Source: an optimization exercise on an open RTL-to-GDS flow (aim: small area and a short achievable clock period). Production flows keep margins and buffers that such runs may drop. Where RTL was checked, it was by simulation tests only, not by an equivalence proof against the original. Power and IR drop assume default switching activity.

oak:
==> flow/design.v <==
`timescale 1ns / 1ps
module fifo(clk, rst, buf_in, buf_out, wr_en, rd_en, buf_empty, buf_full, fifo_counter);
input clk, rst, wr_en, rd_en;
input [7:0] buf_in;
output [7:0] buf_out;
output buf_full, buf_empty;
output [6:0] fifo_counter;
reg [7:0] buf_out;
reg [6:0] fifo_counter;   
reg buf_full;             
reg buf_empty;            
reg [6:0] cnt;            
reg empty_r;              
reg [511:0] store;
reg [31:0] sel_lo;        
reg [7:0] sel_hi;         
wire wr = wr_en & ~cnt[6];
wire rd = rd_en & ~empty_r;
wire inc = wr & ~rd;
wire dec = rd & ~wr;
wire inc_hi = inc & sel_lo[7];
wire dec_hi = dec & sel_lo[0];
wire rd_last = rd_en & (cnt == 7'd1);
wire rd_go = rd & ~rst;
wire rd_hold = ~rd & ~rst;
wire [7:0] sel_rd = sel_hi & {8{rd_go}};
wire [7:0] out_nx;
genvar b, j, q;
generate
  for (b = 0; b < 8; b = b + 1) begin : g_bit
    wire [7:0] grp;
    for (j = 0; j < 8; j = j + 1) begin : g_grp
      wire [7:0] d;
      for (q = 0; q < 8; q = q + 1) begin : g_ent
        assign d[q] = store[8*((8*j + q + 63) % 64) + b];
      end
      fifo_sel8 u_lo (.s(sel_lo[8*(b/2) +: 8]), .d(d), .y(grp[j]));
    end
    fifo_sel8h u_hi (.s(sel_rd), .d(grp), .h(rd_hold), .q(buf_out[b]), .y(out_nx[b]));
  end
endgenerate
always @(posedge clk)
  if (wr)
    store <= {store[503:0], buf_in};
wire [6:0] cnt_inc = cnt + 7'd1;
wire [6:0] cnt_dec = cnt - 7'd1;
wire up = inc & ~rst;
wire dn = dec & ~rst;
wire keep = ~inc & ~dec & ~rst;
wire up_hi = inc_hi & ~rst;
wire dn_hi = dec_hi & ~rst;
wire keep_hi = ~inc_hi & ~dec_hi & ~rst;
wire [6:0] cnt_nx, cnt_out_nx;
wire [31:0] lo_nx;
wire [7:0] hi_nx;
wire full_nx, empty_nx, empty_out_nx;
generate
  for (q = 0; q < 7; q = q + 1) begin : g_cnt
    fifo_upd u_c (.i(up), .d(dn), .h(keep), .a(cnt_inc[q]), .b(cnt_dec[q]), .c(cnt[q]),
                  .y(cnt_nx[q]));
    fifo_upd u_o (.i(up), .d(dn), .h(keep), .a(cnt_inc[q]), .b(cnt_dec[q]), .c(cnt[q]),
                  .y(cnt_out_nx[q]));
  end
  for (q = 0; q < 8; q = q + 1) begin : g_ring
    if (q == 0) begin : g_first
      fifo_upd_set u_h (.r(rst), .i(up_hi), .d(dn_hi), .h(keep_hi), .a(sel_hi[7]),
                        .b(sel_hi[1]), .c(sel_hi[0]), .y(hi_nx[0]));
    end else begin : g_rest
      fifo_upd u_h (.i(up_hi), .d(dn_hi), .h(keep_hi), .a(sel_hi[q-1]), .b(sel_hi[(q+1)%8]),
                    .c(sel_hi[q]), .y(hi_nx[q]));
    end
  end
  for (q = 0; q < 32; q = q + 1) begin : g_lo
    if (q % 8 == 0) begin : g_first
      fifo_upd_set u_l (.r(rst), .i(up), .d(dn), .h(keep), .a(sel_lo[q+7]), .b(sel_lo[q+1]),
                        .c(sel_lo[q]), .y(lo_nx[q]));
    end else begin : g_rest
      fifo_upd u_l (.i(up), .d(dn), .h(keep), .a(sel_lo[q-1]), .b(sel_lo[q-q%8+(q+1)%8]),
                    .c(sel_lo[q]), .y(lo_nx[q]));
    end
  end
endgenerate
fifo_upd u_full (.i(up), .d(dn), .h(keep), .a(cnt_inc[6]), .b(cnt_dec[6]), .c(cnt[6]),
                 .y(full_nx));
fifo_eupd u_e (.rst(rst), .wr(wr), .last(rd_last), .e(empty_r), .y(empty_nx));
fifo_eupd u_eo (.rst(rst), .wr(wr), .last(rd_last), .e(empty_r), .y(empty_out_nx));
always @(posedge clk) begin
  cnt <= cnt_nx;
  fifo_counter <= cnt_out_nx;
  buf_full <= full_nx;
  empty_r <= empty_nx;
  buf_empty <= empty_out_nx;
  sel_lo <= lo_nx;
  sel_hi <= hi_nx;
  buf_out <= out_nx;
end
endmodule
module fifo_sel8(s, d, y);
input [7:0] s, d;
output y;
assign y = |(s & d);
endmodule
module fifo_sel8h(s, d, h, q, y);
input [7:0] s, d;
input h, q;
output y;
assign y = |(s & d) | (h & q);
endmodule
module fifo_upd(i, d, h, a, b, c, y);
input i, d, h, a, b, c;
output y;
assign y = (i & a) | (d & b) | (h & c);
endmodule
module fifo_upd_set(r, i, d, h, a, b, c, y);
input r, i, d, h, a, b, c;
output y;
assign y = r | (i & a) | (d & b) | (h & c);
endmodule
module fifo_eupd(rst, wr, last, e, y);
input rst, wr, last, e;
output y;
assign y = rst | (~wr & (e | last));
endmodule
==> flow/config.mk <==
export PLATFORM = sky130hd
export DESIGN_NAME = fifo
export DESIGN_NICKNAME = fifo
export VERILOG_FILES = /design/flow/design.v
export SDC_FILE = /design/flow/constraint.sdc
export NUM_CORES = 4
export LEC_CHECK = 0
export CAP_MARGIN = 20
export CORE_MARGIN = 2
export CORE_UTILIZATION = 65
export SETUP_SLACK_MARGIN = 1.4
export SLEW_MARGIN = 20
export SYNTH_HIERARCHICAL = 1
==> flow/constraint.sdc <==
create_clock -name core_clock -period 3.0 [get_ports {clk}]
set_input_delay 0.6000 -clock core_clock [delete_from_list [all_inputs] [get_ports {clk}]]
set_output_delay 0.6000 -clock core_clock [all_outputs]
set_load 0.01 [all_outputs]
standard.sh (not shown) runs the stock make flow with config.mk's settings and CLKGATE_MAP_FILE= SYNTH_SCRIPT=/design/flow/synth_recipe.tcl, a recipe that flattens the netlist after the stock synthesis.
==> flow/flow/run.sh <==
#!/bin/bash
# The standard ORFS layout, with three changes:
#  - the port buffers are plain buf cells (buffer_ports would otherwise pick
#    a delay cell that the footprint-matching resizer can never swap out);
#  - the resizer may swap cells across footprints (MATCH_CELL_FOOTPRINT=0);
#  - clock tree synthesis inserts no dummy loads.
# The make output goes to standard.log; ORFS keeps each step's log under orfs/logs.
set -euo pipefail
export BUFFER_PORTS_ARGS="-buffer_cell sky130_fd_sc_hd__buf_2"
export CTS_ARGS="-sink_clustering_enable -repair_clock_nets -sink_clustering_size 22 -sink_clustering_max_diameter 60 -dont_use_dummy_load"
bash standard.sh MATCH_CELL_FOOTPRINT=0 finish > standard.log 2>&1
## Diff of input files: pine against oak
--- a/flow/design.v
+++ b/flow/design.v
@@ -11,9 +11,9 @@
 reg buf_empty;            
 reg [6:0] cnt;            
 reg empty_r;              
 reg [511:0] store;
-reg [31:0] sel_lo;        
+reg [7:0] sel_lo;         
 reg [7:0] sel_hi;         
 wire wr = wr_en & ~cnt[6];
 wire rd = rd_en & ~empty_r;
 wire inc = wr & ~rd;
@@ -33,9 +33,9 @@
       wire [7:0] d;
       for (q = 0; q < 8; q = q + 1) begin : g_ent
         assign d[q] = store[8*((8*j + q + 63) % 64) + b];
       end
-      fifo_sel8 u_lo (.s(sel_lo[8*(b/2) +: 8]), .d(d), .y(grp[j]));
+      fifo_sel8 u_lo (.s(sel_lo), .d(d), .y(grp[j]));
     end
     fifo_sel8h u_hi (.s(sel_rd), .d(grp), .h(rd_hold), .q(buf_out[b]), .y(out_nx[b]));
   end
 endgenerate
@@ -50,10 +50,9 @@
 wire up_hi = inc_hi & ~rst;
 wire dn_hi = dec_hi & ~rst;
 wire keep_hi = ~inc_hi & ~dec_hi & ~rst;
 wire [6:0] cnt_nx, cnt_out_nx;
-wire [31:0] lo_nx;
-wire [7:0] hi_nx;
+wire [7:0] lo_nx, hi_nx;
 wire full_nx, empty_nx, empty_out_nx;
 generate
   for (q = 0; q < 7; q = q + 1) begin : g_cnt
     fifo_upd u_c (.i(up), .d(dn), .h(keep), .a(cnt_inc[q]), .b(cnt_dec[q]), .c(cnt[q]),
@@ -62,22 +61,17 @@
                   .y(cnt_out_nx[q]));
   end
   for (q = 0; q < 8; q = q + 1) begin : g_ring
     if (q == 0) begin : g_first
+      fifo_upd_set u_l (.r(rst), .i(up), .d(dn), .h(keep), .a(sel_lo[7]), .b(sel_lo[1]),
+                        .c(sel_lo[0]), .y(lo_nx[0]));
       fifo_upd_set u_h (.r(rst), .i(up_hi), .d(dn_hi), .h(keep_hi), .a(sel_hi[7]),
                         .b(sel_hi[1]), .c(sel_hi[0]), .y(hi_nx[0]));
     end else begin : g_rest
+      fifo_upd u_l (.i(up), .d(dn), .h(keep), .a(sel_lo[q-1]), .b(sel_lo[(q+1)%8]),
+                    .c(sel_lo[q]), .y(lo_nx[q]));
       fifo_upd u_h (.i(up_hi), .d(dn_hi), .h(keep_hi), .a(sel_hi[q-1]), .b(sel_hi[(q+1)%8]),
                     .c(sel_hi[q]), .y(hi_nx[q]));
-    end
-  end
-  for (q = 0; q < 32; q = q + 1) begin : g_lo
-    if (q % 8 == 0) begin : g_first
-      fifo_upd_set u_l (.r(rst), .i(up), .d(dn), .h(keep), .a(sel_lo[q+7]), .b(sel_lo[q+1]),
-                        .c(sel_lo[q]), .y(lo_nx[q]));
-    end else begin : g_rest
-      fifo_upd u_l (.i(up), .d(dn), .h(keep), .a(sel_lo[q-1]), .b(sel_lo[q-q%8+(q+1)%8]),
-                    .c(sel_lo[q]), .y(lo_nx[q]));
     end
   end
 endgenerate
 fifo_upd u_full (.i(up), .d(dn), .h(keep), .a(cnt_inc[6]), .b(cnt_dec[6]), .c(cnt[6]),
Notes after the runs:
Sequential cell count for pine: about 4% down relative to oak. Taking oak as the reference, in pine synthesized cell count fell about 7%, non-clock buffer area fraction after layout has increased, wire length reported by the detailed router now larger. oak has a higher fraction of area in clock buffers and inverters than pine. The final total power in pine was lower than what oak gave. Per the comparison of pine with oak, wire length of the first global-routing pass picked up an extra 6700 um, via total after detailed routing has increased, sequential power share saw a decrease.
The RTL of oak was laid out without a check of its function.

* * *

Starts from the design.v that is shown in full above.
export LEC_CHECK = 0
export CAP_MARGIN = 20
export CORE_MARGIN = 2
export CORE_UTILIZATION = 65
export CTS_CLUSTER_DIAMETER = 60
export CTS_CLUSTER_SIZE = 22
export SETUP_SLACK_MARGIN = 1.4
export SLEW_MARGIN = 20
export SYNTH_HIERARCHICAL = 1
create_clock -name core_clock -period 3.0 [get_ports {clk}]
run.sh (not shown) runs the stock make flow with config.mk's settings and CLKGATE_MAP_FILE= SYNTH_SCRIPT=/design/flow/synth_recipe.tcl, a recipe that flattens the netlist after the stock synthesis.
Stock flow here: none of the scripts above is used.
The starting point finished with timing, DRC and antenna clean.
Edit:
==> flow/design.v (replaced) <==
`timescale 1ns / 1ps
module fifo(clk, rst, buf_in, buf_out, wr_en, rd_en, buf_empty, buf_full, fifo_counter);
input clk, rst, wr_en, rd_en;
input [7:0] buf_in;
output [7:0] buf_out;
output buf_full, buf_empty;
output [6:0] fifo_counter;
reg [7:0] buf_out;
reg [6:0] fifo_counter;   
reg buf_full;             
reg buf_empty;            
reg [6:0] cnt;            
reg empty_r;              
reg [511:0] store;
reg [7:0] sel_lo;         
reg [7:0] sel_hi;         
wire wr = wr_en & ~cnt[6];
wire rd = rd_en & ~empty_r;
wire inc = wr & ~rd;
wire dec = rd & ~wr;
wire inc_hi = inc & sel_lo[7];
wire dec_hi = dec & sel_lo[0];
wire rd_last = rd_en & (cnt == 7'd1);
wire [7:0] head;
genvar b, j, q;
generate
  for (b = 0; b < 8; b = b + 1) begin : g_bit
    wire [7:0] grp;
    for (j = 0; j < 8; j = j + 1) begin : g_grp
      wire [7:0] d;
      for (q = 0; q < 8; q = q + 1) begin : g_ent
        assign d[q] = store[8*((8*j + q + 63) % 64) + b];
      end
      fifo_sel8 u_lo (.s(sel_lo), .d(d), .y(grp[j]));
    end
    fifo_sel8 u_hi (.s(sel_hi), .d(grp), .y(head[b]));
  end
endgenerate
always @(posedge clk)
  if (wr)
    store <= {store[503:0], buf_in};
wire [6:0] cnt_inc = cnt + 7'd1;
wire [6:0] cnt_dec = cnt - 7'd1;
wire up = inc & ~rst;
wire dn = dec & ~rst;
wire keep = ~inc & ~dec & ~rst;
wire up_hi = inc_hi & ~rst;
wire dn_hi = dec_hi & ~rst;
wire keep_hi = ~inc_hi & ~dec_hi & ~rst;
wire [6:0] cnt_nx, cnt_out_nx;
wire [7:0] lo_nx, hi_nx;
wire full_nx, empty_nx, empty_out_nx;
generate
  for (q = 0; q < 7; q = q + 1) begin : g_cnt
    fifo_upd u_c (.i(up), .d(dn), .h(keep), .a(cnt_inc[q]), .b(cnt_dec[q]), .c(cnt[q]),
                  .y(cnt_nx[q]));
    fifo_upd u_o (.i(up), .d(dn), .h(keep), .a(cnt_inc[q]), .b(cnt_dec[q]), .c(cnt[q]),
                  .y(cnt_out_nx[q]));
  end
  for (q = 0; q < 8; q = q + 1) begin : g_ring
    if (q == 0) begin : g_first
      fifo_upd_set u_l (.r(rst), .i(up), .d(dn), .h(keep), .a(sel_lo[7]), .b(sel_lo[1]),
                        .c(sel_lo[0]), .y(lo_nx[0]));
      fifo_upd_set u_h (.r(rst), .i(up_hi), .d(dn_hi), .h(keep_hi), .a(sel_hi[7]),
                        .b(sel_hi[1]), .c(sel_hi[0]), .y(hi_nx[0]));
    end else begin : g_rest
      fifo_upd u_l (.i(up), .d(dn), .h(keep), .a(sel_lo[q-1]), .b(sel_lo[(q+1)%8]),
                    .c(sel_lo[q]), .y(lo_nx[q]));
      fifo_upd u_h (.i(up_hi), .d(dn_hi), .h(keep_hi), .a(sel_hi[q-1]), .b(sel_hi[(q+1)%8]),
                    .c(sel_hi[q]), .y(hi_nx[q]));
    end
  end
endgenerate
fifo_upd u_full (.i(up), .d(dn), .h(keep), .a(cnt_inc[6]), .b(cnt_dec[6]), .c(cnt[6]),
                 .y(full_nx));
fifo_eupd u_e (.rst(rst), .wr(wr), .last(rd_last), .e(empty_r), .y(empty_nx));
fifo_eupd u_eo (.rst(rst), .wr(wr), .last(rd_last), .e(empty_r), .y(empty_out_nx));
always @(posedge clk) begin
  cnt <= cnt_nx;
  fifo_counter <= cnt_out_nx;
  buf_full <= full_nx;
  empty_r <= empty_nx;
  buf_empty <= empty_out_nx;
  sel_lo <= lo_nx;
  sel_hi <= hi_nx;
  if (rst)
    buf_out <= 8'd0;
  else if (rd)
    buf_out <= head;
end
endmodule
module fifo_sel8(s, d, y);
input [7:0] s, d;
output y;
assign y = |(s & d);
endmodule
module fifo_upd(i, d, h, a, b, c, y);
input i, d, h, a, b, c;
output y;
assign y = (i & a) | (d & b) | (h & c);
endmodule
module fifo_upd_set(r, i, d, h, a, b, c, y);
input r, i, d, h, a, b, c;
output y;
assign y = r | (i & a) | (d & b) | (h & c);
endmodule
module fifo_eupd(rst, wr, last, e, y);
input rst, wr, last, e;
output y;
assign y = rst | (~wr & (e | last));
endmodule
Result: Register-to-register slack is worse by 0.06 ns; cell count went down by 3.8%; fmax went down by 3.5%; clock skew went down by 0.0096 ns; clock power went down by about 3%.
Function was not checked in any run of this note: the RTL went through the layout flow alone.

==> afterwards: timing with drivers on the ports <==
The flow's constraints put no driver on any port. The routed layouts listed below were extracted and timed again, unchanged, in two steps. Step 1 (the two cells are an assumption about what drives the block):
set clk [get_ports {clk}]
set_driving_cell -lib_cell sky130_fd_sc_hd__clkbuf_16 $clk
set_driving_cell -lib_cell sky130_fd_sc_hd__buf_2 [delete_from_list [all_inputs] $clk]
Step 2 times the ports against the registers' clock, not the clock port: input delays grow and output delays shrink by t, the midpoint of the rising clock arrivals with the driver on. Slacks: no drivers / after step 1 / after step 2; pairs: no drivers / after step 1.
run | shift t [ns] | setup slack, ns | cell pins on the clock port's net
oak | 0.566 | 1.195 / 1.195 / 0.834 | 1
pine | 0.569 | 1.230 / 1.230 / 0.842 | 1
the first run of note 2 | 0.579 | 1.288 / 1.288 / 0.728 | 1
the second run of note 2 | 0.581 | 1.225 / 1.225 / 0.859 | 1
After both steps every run listed still meets setup and hold. The setup slack of the first run of note 2, which loses most, moves by 0.000 ns with the drivers and by -0.560 ns with both steps.
